What follows belongs to an exercise in optimizing a design on an open flow for small area; a production flow would make more cautious choices. In this exercise RTL edits were held to simulation tests only and were not proved equivalent to the original. Power figures rest on the tool's default switching activity, not on a simulated workload.

== red ==
// card_driver
module card_driver
#(
  parameter ADDR_WIDTH=32,
  parameter LEN_WIDTH=24
  )
(
    input  wire CLK,
    input  wire RST,
    input  wire        WR_STB,
    input  wire [ADDR_WIDTH-1:0] WR_ADDR,
    input  wire [LEN_WIDTH-1:0] WR_LENGTH,
    output wire        WR_ACK,
    input  wire        WD_STB,
    input  wire  [7:0] WD_DATA,
    output wire        WD_ACK,
    input  wire        RD_STB,
    input  wire [ADDR_WIDTH-1:0] RD_ADDR,
    input  wire [LEN_WIDTH-1:0] RD_LENGTH,
    output wire        RD_ACK,
    output reg         RES_STB,
    output wire        RES_DEBUG,
    output wire  [7:0] RES_DATA,
    input  wire        RES_BUSY,
    output wire MOSI,
    input  wire MISO,
    output wire SCLK,
    output reg  CS
);
Settings: LEC_CHECK=0, ABC_AREA=1, CAP_MARGIN=20, CORE_MARGIN=2, CORE_UTILIZATION=50, GPL_TIMING_DRIVEN=0, SETUP_SLACK_MARGIN=0.2, SLEW_MARGIN=20; clock period 6.0 ns.
standard.sh (not shown) runs the stock make flow with config.mk's settings and CLKGATE_MAP_FILE= SYNTH_SCRIPT=/design/flow/synth_recipe.tcl, a recipe that flattens the netlist after the stock synthesis.
==> flow/flow/run.sh <==
#!/bin/bash
# Layout flow: the standard flow (standard.sh), with these changes:
#  - synthesis: the same Yosys steps and registers as the standard synthesis,
#    except that adders are left to ABC (no ADDER_MAP_FILE) and ABC maps the
#    logic with flow/abc_area.script (deep synthesis, then area mapping)
#  - port buffers are sky130_fd_sc_hd__buf_1 cells
#  - clock tree: no dummy loads
# Each step's full output goes to a log file in this folder.
set -euo pipefail
W=$PWD
rm -rf "$W/scripts_alt"
cp -r "$FLOW_HOME/scripts" "$W/scripts_alt"
cp "$W/flow/abc_area.script" "$W/scripts_alt/abc_area.script"
bash standard.sh "SCRIPTS_DIR=$W/scripts_alt" "ADDER_MAP_FILE=" synth > "$W/run_synth.log" 2>&1
bash standard.sh \
  "BUFFER_PORTS_ARGS=-buffer_cell sky130_fd_sc_hd__buf_1" \
  "CTS_ARGS=-sink_clustering_enable -repair_clock_nets -dont_use_dummy_load -root_buf sky130_fd_sc_hd__clkbuf_8 -buf_list sky130_fd_sc_hd__clkbuf_4" \
  finish > "$W/run_finish.log" 2>&1
==> flow/flow/abc_area.script <==
strash; &get -n; &deepsyn -T 60; &put; strash; dch -f; amap; strash; dch -f; amap; strash; dch -f; amap; strash; &get -n; &deepsyn -T 60; &put; strash; dch -f; amap; strash; dch -f; amap; strash; dch -f; amap
Edits applied to the flow inputs when going from red to blue:
--- a/flow/design.v
+++ b/flow/design.v
@@ -1,67 +1,63 @@
 `timescale 1 ns / 1 ns
 `default_nettype none
 module SPI_cont(
     input  wire       CLK,
     input  wire       RST,
     input  wire       TICK,
-    input  wire       XFER,
+    input  wire       W_STB,
     input  wire       LD,
-    input  wire       NORELOAD,
     input  wire [7:0] LD_DATA,
     input  wire       POSTREQ,
     input  wire       HOLD,
     output wire       IDLE,
     output wire       POST,
     output wire       R_STB,
     output reg  [7:0] Q,
     output reg        MOSI,
     input  wire       MISO,
     output wire       SCLK
 );
 reg INT_SCLK;
 reg recv;
 reg [2:0] p;
-wire W_STB = !recv & !p[2] & p[1];
-wire first = !recv & (p == 3'd7);
-assign R_STB = !recv & (p == 3'd6);
-assign POST  = !recv & (p == 3'd5);
-assign IDLE  = !recv & (p == 3'd4);
-wire w1 = !recv & (p == 3'd3);
-wire w2 = !recv & (p == 3'd2);
-wire neg = (recv | first) & TICK & INT_SCLK;
+wire first = !recv & p[1] & p[0];
+assign R_STB = !recv & p[1] & !p[0];
+assign POST  = !recv & !p[1] & p[0];
+assign IDLE  = !recv & !p[1] & !p[0];
+wire neg = (recv | first) & TICK & INT_SCLK & !W_STB;
 wire pos = recv & TICK & !INT_SCLK;
 assign SCLK = INT_SCLK & recv;
 always @(posedge CLK) INT_SCLK <= W_STB | (INT_SCLK ^ TICK);
 always @(posedge CLK or posedge RST)
 if (RST) begin
   recv <= 0;
   p <= 3'd4;
   MOSI <= 1;
 end else begin
-  if (w2) p <= 3'd7;
-  else if (neg | w1 | (IDLE & XFER)) p <= p - 3'd1;
+  if (W_STB) p <= 3'd7;
+  else if (neg) p <= p - 3'd1;
   else if (R_STB | POST) p <= {2'b10, R_STB ? POSTREQ : HOLD};
   if (neg) begin
     if (recv & (p == 3'd7)) begin
       recv <= 0;
       MOSI <= 1;
     end else begin
       recv <= 1;
       MOSI <= Q[7];
     end
   end
 end
 always @(posedge CLK)
-  if (LD | (W_STB & !NORELOAD)) Q <= LD_DATA;
+  if (LD) Q <= LD_DATA;
   else if (pos) Q <= {Q[6:0], MISO};
 endmodule
 `timescale 1 ns / 1 ns
 `default_nettype none
 module card_driver
 #(
   parameter ADDR_WIDTH=32,
   parameter LEN_WIDTH=24
   )
 (
     input  wire CLK,
     input  wire RST,
@@ -197,24 +193,25 @@
   S196 = 7'd112,
   S197 = 7'd113,
   S198 = 7'd114,
   S199 = 7'd115,
   S200 = 7'd116,
   S202 = 7'd117,
   S203 = 7'd118,
   S204 = 7'd119,
   S205 = 7'd120;
 reg [6:0] pc;
 reg [8:0] cnt;              
 reg [LEN_WIDTH-1:0] len;    
+reg W_STB;
 wire TICK = pc[6] | (&len[7:0]);
 wire R_STB, POST, IDLE;
 wire [7:0] Q;
 wire IS_00 = Q == 8'h00;
 wire IS_01 = Q == 8'h01;
 wire IS_AA = Q == 8'hAA;
 wire IS_FF = Q == 8'hFF;
 wire neg   = cnt[8];
 reg adv, jmp, xfer, rep, csn, ldc, lett, noreload, wdack, postreq, hold;
 reg [6:0] T;
 reg [7:0] txb;
 reg cnt_dec, cnt_ld;
@@ -339,55 +336,55 @@
   S199: begin xfer = 1; adv = R_STB; end
   S200: begin xfer = 1; rep = 1; postreq = 1; adv = POST & !Q[7]; jmp = POST & !(!Q[7]) & neg; cnt_dec = POST; T = S193; end
   S202: begin xfer = 1; adv = R_STB; end
   S203: begin csn = 1; adv = 1; end
   S204: begin csn = 1; adv = 1; ldc = 1; lett = 1; txb = "O"; end
   S205: begin csn = 1; jmp = 1; T = S72; end
   default: ;
   endcase
 end
 assign WR_ACK = pc == S152;
 assign RD_ACK = pc == S205;
 assign RES_DEBUG = pc != S183;
-assign WD_ACK = (pc == S133) & IDLE;
+assign WD_ACK = (pc == S133) & IDLE & !W_STB;
 assign RES_DATA = Q;
 always @(posedge CLK or posedge RST)
 if (RST) begin
   pc <= S0;
   CS <= 1;
   RES_STB <= 0;
 end else begin
   if (adv) pc <= pc + 7'd1;
   else if (jmp) pc <= T;
   CS <= csn;
   RES_STB <= (rep & R_STB) | lett;
 end
 wire [LEN_WIDTH-1:0] LENGTH = (WR_LENGTH & {LEN_WIDTH{WR_STB}}) | (RD_LENGTH & {LEN_WIDTH{RD_STB}});
+always @(posedge CLK) W_STB <= xfer & IDLE;
 always @(posedge CLK or posedge RST)
 if (RST) len[7:0] <= 8'hFE;
 else if (len_ldw | len_ldr) len[7:0] <= LENGTH[7:0];
 else if ((lendec & R_STB) | !pc[6]) len[7:0] <= len[7:0] - 8'd1;
 always @(posedge CLK)
 if (len_ldw | len_ldr) len[LEN_WIDTH-1:8] <= LENGTH[LEN_WIDTH-1:8];
 else if ((lendec & R_STB) | !pc[6]) len[LEN_WIDTH-1:8] <= len[LEN_WIDTH-1:8] - {{(LEN_WIDTH-9){1'b0}}, ~|len[7:0]};
 always @(posedge CLK)
 if (cnt_ld) cnt <= cnt_val;
 else if (cnt_dec) cnt <= cnt - 9'd1;
 SPI_cont SPI(
   .CLK(CLK),
   .RST(RST),
   .TICK(TICK),
-  .XFER(xfer),
-  .LD(ldc),
-  .NORELOAD(noreload),
+  .W_STB(W_STB),
+  .LD(ldc | (W_STB & !noreload)),
   .LD_DATA(txb),
   .POSTREQ(postreq),
   .HOLD(hold),
   .IDLE(IDLE),
   .POST(POST),
   .R_STB(R_STB),
   .Q(Q),
   .MOSI(MOSI),
   .MISO(MISO),
   .SCLK(SCLK)
 );
 endmodule
When blue is set beside red, its post-route met1 wirelength turns out to be 1.6% larger. red → blue: power now sits lower; met3 routing resource usage after global routing now sits lower. met2 track utilization from global routing sits higher in blue than in red. Summary: with red as the reference, number of global-route vias before repair in blue moved up by a little under 10%. Cmp blue and red / measured slew at the worst slew-check pin / higher: red.

[static timing again, ports no longer ideal]
The flow's constraints put no driver on any port. The routed layouts listed below were extracted and timed again, unchanged, in two steps. Step 1 sets driving cells, clkbuf_16 on the clock port and buf_2 on the other inputs (assumed; they add their load-dependent delay and slew). Step 2, shift: input delay + t, output delay - t, t = (earliest + latest rising clock arrival at the registers) / 2. This alone moves slack from input paths to output paths. Three values: ideal ports, drivers, drivers and shift; two values: the first two.
run | t (ns) | setup WS [ns] | latest minus earliest clock arrival (ns) | worst register clock-pin slew, ns | worst slew at a driven data input, ns
red | 0.342 | 0.294 / 0.294 / 0.294 | 0.035 / 0.035 | 0.11 / 0.11 | 0.04
blue | 0.367 | 0.499 / 0.499 / 0.499 | 0.035 / 0.035 | 0.08 / 0.08 | 0.04
After both steps every run listed still meets setup and hold.
